Context: an optimization exercise on an open-source flow, tuned for small area and a short achievable clock period. The choices shown serve that exercise and are no tape-out recipe.
RTL that was checked went through simulation tests only; none was proved equivalent to the original.
Power figures rest on the tool's default switching activity, not on a simulated workload.

==> try-zinc: inputs <==
==> flow/design.v <==
`timescale 1ns / 1ps
module vga_controller(
    input clk_148MHz,
    input reset,
    input [11:0] sw,
    input btnU,
    input btnD,
    input btnR,
    input btnL,
    output hsync,
    output vsync,
    output video_on,
    output reg [11:0] h_count_reg,
    output [11:0] v_count_reg,
    output [3:0] vgaRed,
    output [3:0] vgaGreen,
    output [3:0] vgaBlue
);
    function lt12;
        input [11:0] x;
        input [11:0] k;
        integer i;
        reg r;
        begin
            r = 1'b0;
            for (i = 0; i < 12; i = i + 1)
                r = k[i] ? (~x[i] | r) : (~x[i] & r);
            lt12 = r;
        end
    endfunction
    reg [10:0] v;           
    reg [9:0]  lfsr;        
    reg [10:0] ch;          
    reg [9:0]  cv;          
    reg [7:0]  col;
    wire [11:0] h = h_count_reg;
    assign v_count_reg = {1'b0, v};
    wire h_end = h[11] & h[7] & h[4] & h[3];               
    wire v_end = v[10] & v[6] & v[5] & v[2] & v[0];        
    wire move  = (lfsr == 10'b0101100100);
    always @(posedge clk_148MHz or posedge reset) begin
        if (reset)
            h_count_reg <= 12'd0;
        else if (h_end)
            h_count_reg <= 12'd0;
        else
            h_count_reg <= h + 12'd1;
    end
    always @(posedge clk_148MHz or posedge reset) begin
        if (reset)
            v <= 11'd0;
        else if (h_end) begin
            if (v_end)
                v <= 11'd0;
            else
                v <= v + 11'd1;
        end
    end
    always @(posedge clk_148MHz or posedge reset) begin
        if (reset)
            lfsr <= 10'd0;
        else if (sw[2]) begin
            if (move)
                lfsr <= 10'd0;
            else
                lfsr <= {lfsr[8:0], ~(lfsr[9] ^ lfsr[6])};
        end
    end
    wire ch_lo  = lt12({1'b0, ch}, 12'd101);                        
    wire ch_hi  = ~lt12({1'b0, ch}, 12'd1820);
    wire ch_bar = ~lt12({1'b0, ch}, 12'd1300) & lt12({1'b0, ch}, 12'd1701);
    wire cv_lo  = lt12({2'b0, cv}, 12'd101);                        
    wire cv_hi  = ~lt12({2'b0, cv}, 12'd980);
    wire cv_gap = ~lt12({2'b0, cv}, 12'd701) & lt12({2'b0, cv}, 12'd750);
    wire coll = ch_lo | ch_hi | cv_lo | cv_hi | (ch_bar & ~cv_gap);
    always @(posedge clk_148MHz or posedge reset) begin
        if (reset) begin
            ch <= 11'd960;
            cv <= 10'd540;
        end else if (sw[2]) begin
            if (coll) begin
                ch <= 11'd960;
                cv <= 10'd540;
            end else if (move) begin
                if (btnL)
                    ch <= ch - 11'd1;
                else if (btnR)
                    ch <= ch + 11'd1;
                if (btnU)
                    cv <= cv - 10'd1;
                else if (btnD)
                    cv <= cv + 10'd1;
            end
        end
    end
    wire vis = lt12(h, 12'd1920) & lt12({1'b0, v}, 12'd1080);
    wire [11:0] s = {1'b0, h[10:0]} + ~{1'b0, ch};
    wire [10:0] t = v + ~{1'b0, cv};
    wire [10:0] mx = s[10:0] ^ {11{s[11]}};    
    wire [9:0]  my = t[9:0] ^ {10{t[10]}};     
    wire [6:0]  ay = my[6:0] + {6'd0, ~t[10]};  
    reg  [6:0]  wtab;
    always @* begin
        case (ay)
            7'd0  : wtab = 7'd100;
            7'd1  : wtab = 7'd99;
            7'd2  : wtab = 7'd99;
            7'd3  : wtab = 7'd99;
            7'd4  : wtab = 7'd99;
            7'd5  : wtab = 7'd99;
            7'd6  : wtab = 7'd99;
            7'd7  : wtab = 7'd99;
            7'd8  : wtab = 7'd99;
            7'd9  : wtab = 7'd99;
            7'd10 : wtab = 7'd99;
            7'd11 : wtab = 7'd99;
            7'd12 : wtab = 7'd99;
            7'd13 : wtab = 7'd99;
            7'd14 : wtab = 7'd99;
            7'd15 : wtab = 7'd98;
            7'd16 : wtab = 7'd98;
            7'd17 : wtab = 7'd98;
            7'd18 : wtab = 7'd98;
            7'd19 : wtab = 7'd98;
            7'd20 : wtab = 7'd97;
            7'd21 : wtab = 7'd97;
            7'd22 : wtab = 7'd97;
            7'd23 : wtab = 7'd97;
            7'd24 : wtab = 7'd97;
            7'd25 : wtab = 7'd96;
            7'd26 : wtab = 7'd96;
            7'd27 : wtab = 7'd96;
            7'd28 : wtab = 7'd96;
            7'd29 : wtab = 7'd95;
            7'd30 : wtab = 7'd95;
            7'd31 : wtab = 7'd95;
            7'd32 : wtab = 7'd94;
            7'd33 : wtab = 7'd94;
            7'd34 : wtab = 7'd94;
            7'd35 : wtab = 7'd93;
            7'd36 : wtab = 7'd93;
            7'd37 : wtab = 7'd92;
            7'd38 : wtab = 7'd92;
            7'd39 : wtab = 7'd92;
            7'd40 : wtab = 7'd91;
            7'd41 : wtab = 7'd91;
            7'd42 : wtab = 7'd90;
            7'd43 : wtab = 7'd90;
            7'd44 : wtab = 7'd89;
            7'd45 : wtab = 7'd89;
            7'd46 : wtab = 7'd88;
            7'd47 : wtab = 7'd88;
            7'd48 : wtab = 7'd87;
            7'd49 : wtab = 7'd87;
            7'd50 : wtab = 7'd86;
            7'd51 : wtab = 7'd86;
            7'd52 : wtab = 7'd85;
            7'd53 : wtab = 7'd84;
            7'd54 : wtab = 7'd84;
            7'd55 : wtab = 7'd83;
            7'd56 : wtab = 7'd82;
            7'd57 : wtab = 7'd82;
            7'd58 : wtab = 7'd81;
            7'd59 : wtab = 7'd80;
            7'd60 : wtab = 7'd80;
            7'd61 : wtab = 7'd79;
            7'd62 : wtab = 7'd78;
            7'd63 : wtab = 7'd77;
            7'd64 : wtab = 7'd76;
            7'd65 : wtab = 7'd75;
            7'd66 : wtab = 7'd75;
            7'd67 : wtab = 7'd74;
            7'd68 : wtab = 7'd73;
            7'd69 : wtab = 7'd72;
            7'd70 : wtab = 7'd71;
            7'd71 : wtab = 7'd70;
            7'd72 : wtab = 7'd69;
            7'd73 : wtab = 7'd68;
            7'd74 : wtab = 7'd67;
            7'd75 : wtab = 7'd66;
            7'd76 : wtab = 7'd64;
            7'd77 : wtab = 7'd63;
            7'd78 : wtab = 7'd62;
            7'd79 : wtab = 7'd61;
            7'd80 : wtab = 7'd60;
            7'd81 : wtab = 7'd58;
            7'd82 : wtab = 7'd57;
            7'd83 : wtab = 7'd55;
            7'd84 : wtab = 7'd54;
            7'd85 : wtab = 7'd52;
            7'd86 : wtab = 7'd51;
            7'd87 : wtab = 7'd49;
            7'd88 : wtab = 7'd47;
            7'd89 : wtab = 7'd45;
            7'd90 : wtab = 7'd43;
            7'd91 : wtab = 7'd41;
            7'd92 : wtab = 7'd39;
            7'd93 : wtab = 7'd36;
            7'd94 : wtab = 7'd34;
            7'd95 : wtab = 7'd31;
            7'd96 : wtab = 7'd28;
            7'd97 : wtab = 7'd24;
            7'd98 : wtab = 7'd19;
            7'd99 : wtab = 7'd14;
            7'd100: wtab = 7'd0;
            default: wtab = 7'bx;
        endcase
    end
    wire neary = (my[9:7] == 3'd0) & (t[10] ? lt12({5'd0, my[6:0]}, 12'd101) : lt12({5'd0, my[6:0]}, 12'd100));
    wire nearx = (mx[10:7] == 4'd0);
    wire cmpx  = s[11] ? (mx[6:0] <= wtab) : (mx[6:0] < wtab);
    wire in_circ = nearx & neary & cmpx;
    wire left3  = s[11] & ~lt12({5'd0, mx[6:0]}, 12'd35);    
    wire right3 = ~s[11] & ~lt12({5'd0, mx[6:0]}, 12'd31);   
    wire bar = ~lt12(h, 12'd1400) & lt12(h, 12'd1601) &
               (lt12({1'b0, v}, 12'd601) | ~lt12({1'b0, v}, 12'd850));
    localparam [7:0] C_BLACK  = 8'b00000000,
                     C_BLUE   = 8'b00000111,
                     C_YELLOW = 8'b11110000,
                     C_RED    = 8'b11000000,
                     C_BAR    = 8'b01100101,
                     C_WHITE  = 8'b11111111,
                     C_PURPLE = 8'b11001100;
    reg [7:0] col_n;
    always @* begin
        if (!vis)
            col_n = C_BLACK;
        else if (sw[0])
            col_n = lt12(h, 12'd640) ? C_BLUE : lt12(h, 12'd1280) ? C_YELLOW : C_RED;
        else if (sw[1])
            col_n = lt12({1'b0, v}, 12'd360) ? C_BLACK : lt12({1'b0, v}, 12'd720) ? C_RED : C_YELLOW;
        else if (sw[2]) begin
            if (in_circ)
                col_n = left3 ? C_BLUE : right3 ? C_RED : C_YELLOW;
            else if (bar)
                col_n = C_BAR;
            else
                col_n = C_WHITE;
        end else
            col_n = C_PURPLE;
    end
    always @(posedge clk_148MHz or posedge reset) begin
        if (reset)
            col <= 8'd0;
        else
            col <= col_n;
    end
    assign vgaRed   = {col[7], col[6], col[6], col[7]};
    assign vgaGreen = {col[5], col[4], col[3], col[3]};
    assign vgaBlue  = {col[2], col[2], col[1], col[0]};
    assign hsync    = ~lt12(h, 12'd2008) & lt12(h, 12'd2053);
    assign vsync    = ~lt12({1'b0, v}, 12'd1084) & lt12({1'b0, v}, 12'd1090);
    assign video_on = vis;
endmodule
==> flow/run.sh <==
#!/bin/bash
# synth_recipe.tcl (not shown) runs the flow's synth.tcl, then flattens the netlist and writes it again
# the make line also repeats each setting of config.mk as NAME=value (left out here)
make -C /OpenROAD-flow-scripts/flow DESIGN_CONFIG=/design/flow/config.mk WORK_HOME=/design/flow/orfs CLKGATE_MAP_FILE= SYNTH_SCRIPT=/design/flow/synth_recipe.tcl finish
==> flow/config.mk <==
export PLATFORM = sky130hd
export DESIGN_NAME = vga_controller
export DESIGN_NICKNAME = vga_controller
export VERILOG_FILES = /design/flow/design.v
export SDC_FILE = /design/flow/constraint.sdc
export NUM_CORES = 4
export LEC_CHECK = 0
export ABC_CLOCK_PERIOD_IN_PS = 2500
export CAP_MARGIN = 20
export CORE_MARGIN = 2
export CORE_UTILIZATION = 60
export CTS_BUF_LIST = sky130_fd_sc_hd__clkbuf_4 sky130_fd_sc_hd__clkbuf_8
export CTS_CLUSTER_SIZE = 40
export SLEW_MARGIN = 20
==> flow/constraint.sdc <==
create_clock -name core_clock -period 10.0 [get_ports {clk_148MHz}]
set_input_delay 2.0000 -clock core_clock [delete_from_list [all_inputs] [get_ports {clk_148MHz}]]
set_output_delay 2.0000 -clock core_clock [all_outputs]
set_load 0.01 [all_outputs]
==> try-amber: changes against try-zinc <==
--- a/flow/design.v
+++ b/flow/design.v
@@ -34,24 +34,22 @@
     reg [9:0]  cv;          
-    reg [7:0]  col;
+    reg [9:0]  ya;          
+    reg        ys;          
+    reg        r3, g3, b3;
     wire [11:0] h = h_count_reg;
     assign v_count_reg = {1'b0, v};
-    wire h_end = h[11] & h[7] & h[4] & h[3];               
-    wire v_end = v[10] & v[6] & v[5] & v[2] & v[0];        
-    wire move  = (lfsr == 10'b0101100100);
-    always @(posedge clk_148MHz or posedge reset) begin
-        if (reset)
+    wire h_end  = h[11] & h[7] & h[4] & h[3];              
+    wire v_end  = v[10] & v[6] & v[5] & v[2] & v[0];       
+    wire f_end  = h_end & v_end;
+    wire move   = (lfsr == 10'b0101100100);
+    wire [11:0] h_inc = h + 12'd1;
+    wire [11:0] h_n = h_inc & ~({12{h_end}} & 12'b100010011001);
+    wire [10:0] v_inc = v + 11'd1;
+    wire [10:0] v_n = h_end ? (v_inc & ~({11{v_end}} & 11'b10001100110)) : v;
+    always @(posedge clk_148MHz or posedge reset) begin
+        if (reset) begin
             h_count_reg <= 12'd0;
-        else if (h_end)
-            h_count_reg <= 12'd0;
-        else
-            h_count_reg <= h + 12'd1;
-    end
-    always @(posedge clk_148MHz or posedge reset) begin
-        if (reset)
             v <= 11'd0;
-        else if (h_end) begin
-            if (v_end)
-                v <= 11'd0;
-            else
-                v <= v + 11'd1;
+        end else begin
+            h_count_reg <= h_n;
+            v <= v_n;
         end
@@ -75,2 +73,39 @@
     wire coll = ch_lo | ch_hi | cv_lo | cv_hi | (ch_bar & ~cv_gap);
+    wire go_home = sw[2] & coll;
+    wire step    = sw[2] & ~coll & move;
+    wire up      = step & btnU;              
+    wire down    = step & ~btnU & btnD;      
+    wire left    = step & btnL;              
+    wire right   = step & ~btnL & btnR;      
+    function [10:0] ones11;
+        input [10:0] x;
+        integer i;
+        begin
+            ones11[0] = 1'b1;
+            for (i = 1; i < 11; i = i + 1)
+                ones11[i] = ones11[i-1] & x[i-1];
+        end
+    endfunction
+    wire [10:0] ch_1 = ones11(ch);
+    wire [10:0] ch_0 = ones11(~ch);
+    wire [9:0]  cv_1 = ones11({1'b0, cv});
+    wire [9:0]  cv_0 = ones11({1'b0, ~cv});
+    wire [9:0]  cv_n = go_home ? 10'd540 : cv ^ (({10{down}} & cv_1) | ({10{up}} & cv_0));
+    wire [10:0] ch_n = go_home ? 11'd960 : ch ^ (({11{right}} & ch_1) | ({11{left}} & ch_0));
+    wire [9:0]  ya_1 = ones11({1'b0, ya});
+    wire [9:0]  ya_0 = ones11({1'b0, ~ya});
+    wire [9:0]  yv_a = ya ^ ({10{h_end}} & (ys ? ya_0 : ya_1));
+    wire        yv_s = ys & ~(h_end & (ya == 10'd1));
+    wire [9:0]  yv_1 = ones11({1'b0, yv_a});
+    wire [9:0]  yv_0 = ones11({1'b0, ~yv_a});
+    wire        yv_z = (yv_a == 10'd0);
+    wire        yv_o = (yv_a == 10'd1);
+    wire        mag_inc = (up & ~yv_s) | (down & (yv_s | yv_z));
+    wire        mag_dec = (up & yv_s) | (down & ~yv_s & ~yv_z);
+    wire [9:0]  st_a = yv_a ^ (({10{mag_inc}} & yv_1) | ({10{mag_dec}} & yv_0));
+    wire        st_s = up ? (yv_s & ~yv_o) : down ? (yv_s | yv_z) : yv_s;
+    wire [11:0] dh = {1'b0, v_n} - 12'd540;
+    wire [9:0]  hm_a = dh[11] ? 10'd540 - v_n[9:0] : dh[9:0];
+    wire [9:0]  ya_n = f_end ? cv_n : go_home ? hm_a : st_a;
+    wire        ys_n = f_end ? 1'b1 : go_home ? dh[11] : st_s;
     always @(posedge clk_148MHz or posedge reset) begin
@@ -79,16 +114,9 @@
             cv <= 10'd540;
-        end else if (sw[2]) begin
-            if (coll) begin
-                ch <= 11'd960;
-                cv <= 10'd540;
-            end else if (move) begin
-                if (btnL)
-                    ch <= ch - 11'd1;
-                else if (btnR)
-                    ch <= ch + 11'd1;
-                if (btnU)
-                    cv <= cv - 10'd1;
-                else if (btnD)
-                    cv <= cv + 10'd1;
-            end
+            ya <= 10'd540;              
+            ys <= 1'b1;
+        end else begin
+            ch <= ch_n;
+            cv <= cv_n;
+            ya <= ya_n;
+            ys <= ys_n;
         end
@@ -97,6 +125,4 @@
     wire [11:0] s = {1'b0, h[10:0]} + ~{1'b0, ch};
-    wire [10:0] t = v + ~{1'b0, cv};
     wire [10:0] mx = s[10:0] ^ {11{s[11]}};    
-    wire [9:0]  my = t[9:0] ^ {10{t[10]}};     
-    wire [6:0]  ay = my[6:0] + {6'd0, ~t[10]};  
+    wire [6:0]  ay = ya[6:0];
     reg  [6:0]  wtab;
@@ -208,3 +234,3 @@
     end
-    wire neary = (my[9:7] == 3'd0) & (t[10] ? lt12({5'd0, my[6:0]}, 12'd101) : lt12({5'd0, my[6:0]}, 12'd100));
+    wire neary = lt12({2'd0, ya}, 12'd101);
     wire nearx = (mx[10:7] == 4'd0);
@@ -216,10 +242,10 @@
                (lt12({1'b0, v}, 12'd601) | ~lt12({1'b0, v}, 12'd850));
-    localparam [7:0] C_BLACK  = 8'b00000000,
-                     C_BLUE   = 8'b00000111,
-                     C_YELLOW = 8'b11110000,
-                     C_RED    = 8'b11000000,
-                     C_BAR    = 8'b01100101,
-                     C_WHITE  = 8'b11111111,
-                     C_PURPLE = 8'b11001100;
-    reg [7:0] col_n;
+    localparam [2:0] C_BLACK  = 3'b000,
+                     C_BLUE   = 3'b001,
+                     C_YELLOW = 3'b110,
+                     C_RED    = 3'b100,
+                     C_BAR    = 3'b011,
+                     C_WHITE  = 3'b111,
+                     C_PURPLE = 3'b101;
+    reg [2:0] col_n;
     always @* begin
@@ -243,9 +269,14 @@
         if (reset)
-            col <= 8'd0;
+            {r3, g3, b3} <= 3'b000;
         else
-            col <= col_n;
-    end
-    assign vgaRed   = {col[7], col[6], col[6], col[7]};
-    assign vgaGreen = {col[5], col[4], col[3], col[3]};
-    assign vgaBlue  = {col[2], col[2], col[1], col[0]};
+            {r3, g3, b3} <= col_n;
+    end
+    wire r2 = r3 | (g3 & b3);
+    wire g2 = r3 & g3;
+    wire g1 = r3 & b3;
+    wire b1 = b3 & ~(r3 ^ g3);
+    wire b0 = b3 & (~r3 | g3);
+    assign vgaRed   = {r3, r2, r2, r3};
+    assign vgaGreen = {g3, g2, g1, g1};
+    assign vgaBlue  = {b3, b3, b1, b0};
     assign hsync    = ~lt12(h, 12'd2008) & lt12(h, 12'd2053);
==> flow/flow/run.sh (new file) <==
#!/bin/bash
# Standard ORFS layout; smaller port buffers, a smaller clock tree without dummy loads,
# and a timing-repair margin of 7 ns (the SDC is unchanged).
bash standard.sh SETUP_SLACK_MARGIN=7 \
  "BUFFER_PORTS_ARGS=-buffer_cell sky130_fd_sc_hd__buf_2" \
  "CTS_ARGS=-sink_clustering_enable -repair_clock_nets -dont_use_dummy_load -buf_list sky130_fd_sc_hd__clkbuf_8 -sink_clustering_size 30" \
  finish > standard_run.log 2>&1
==> flow/standard.sh (new file) <==
#!/bin/bash
# synth_recipe.tcl (not shown) runs the flow's synth.tcl, then flattens the netlist and writes it again
# the make line also repeats each setting of config.mk as NAME=value (left out here)
make -C /OpenROAD-flow-scripts/flow DESIGN_CONFIG=/design/flow/config.mk WORK_HOME=/design/flow/orfs CLKGATE_MAP_FILE= SYNTH_SCRIPT=/design/flow/synth_recipe.tcl "${@:-finish}"
- ABC_CLOCK_PERIOD_IN_PS: 2500 -> not set
- CTS_BUF_LIST: sky130_fd_sc_hd__clkbuf_4 sky130_fd_sc_hd__clkbuf_8 -> not set
- CTS_CLUSTER_SIZE: 40 -> not set
removed: flow/run.sh
==> try-cedar: changes against try-zinc <==
- ABC_CLOCK_PERIOD_IN_PS: 2500 -> not set
- CORE_UTILIZATION: 60 -> 40
- CTS_BUF_LIST: sky130_fd_sc_hd__clkbuf_4 sky130_fd_sc_hd__clkbuf_8 -> not set
- CTS_CLUSTER_SIZE: 40 -> not set
==> results.txt <==
Fmax: try-amber 242 MHz; try-zinc 121 MHz; try-cedar 126 MHz
Min Tclk post-route: try-amber 4.13 ns; try-zinc 8.23 ns; try-cedar 7.95 ns
Required arrival time at the worst endpoint: try-amber 10.29 ns; try-zinc 10.22 ns; try-cedar 10.22 ns
Worst skew pair latency: try-amber 0.37 ns; try-zinc 0.37 ns; try-cedar 0.34 ns
Result of the run: try-amber no timing/DRC/antenna violations; try-zinc no timing/DRC/antenna violations; try-cedar no timing/DRC/antenna violations
Syn_area_per_cell: try-amber 7.85 µm²; try-zinc 8.07 µm²; try-cedar 8.07 µm²
Total vias in the final route: try-amber 6897; try-zinc 6390; try-cedar 6110
Synth Area in Compound Gates: try-amber 0.236; try-zinc 0.280; try-cedar 0.280
Largest driver fanout on the critical path: try-amber 5; try-zinc 13; try-cedar 12
Setup Skew: try-amber 0.0318 ns; try-zinc 0.0228 ns; try-cedar 0.00552 ns
Multi-input gate share of the layout cell area: try-amber 0.592; try-zinc 0.630; try-cedar 0.614
Maximum number of pins on one net before global-route repair: try-amber 69; try-zinc 63; try-cedar 63
Die Span X: try-amber 109 µm; try-zinc 109 µm; try-cedar 133 µm
Site row count: try-amber 38; try-zinc 38; try-cedar 46
Footprint of the multi-input gates: try-amber 0.00491 mm²; try-zinc 0.00461 mm²; try-cedar 0.00461 mm²
Total buffers and inverters traversed by the critical path: try-amber 2; try-zinc 4; try-cedar 4
Share of total power consumed by net switching: try-amber 0.384; try-zinc 0.474; try-cedar 0.453
Top cell type's share of synthesized area: try-amber 0.209; try-zinc 0.204; try-cedar 0.204
No functional check of the RTL was part of try-zinc and try-cedar.

separate check: timing with driven ports:
The flow's constraints put no driver on any port. The routed layouts listed below were extracted and timed again, unchanged, in two steps. Step 1 (the two cells are an assumption about what drives the block):
set clk [get_ports {clk_148MHz}]
set_driving_cell -lib_cell sky130_fd_sc_hd__clkbuf_16 $clk
set_driving_cell -lib_cell sky130_fd_sc_hd__buf_2 [delete_from_list [all_inputs] $clk]
Step 2 also shifts input and output timing later by t, the mid clock arrival at the registers, as if the neighbouring blocks saw the same clock. a / b / c = no drivers / after step 1 / after step 2; a / b = the first two.
run | t (ns) | slack for setup (ns) | hold slack, ns | slew at the worst register clock pin (ns)
try-zinc | 0.399 | 1.769 / 1.769 / 1.769 | 0.539 / 0.539 / 0.539 | 0.09 / 0.09
try-amber | 0.391 | 5.870 / 5.870 / 5.513 | 0.525 / 0.525 / 0.525 | 0.09 / 0.09
try-cedar | 0.374 | 2.047 / 2.047 / 2.047 | 0.529 / 0.529 / 0.529 | 0.06 / 0.06
After both steps every run listed still meets setup and hold. The setup slack of try-amber, which loses most, moves by 0.000 ns with the drivers and by -0.357 ns with both steps.
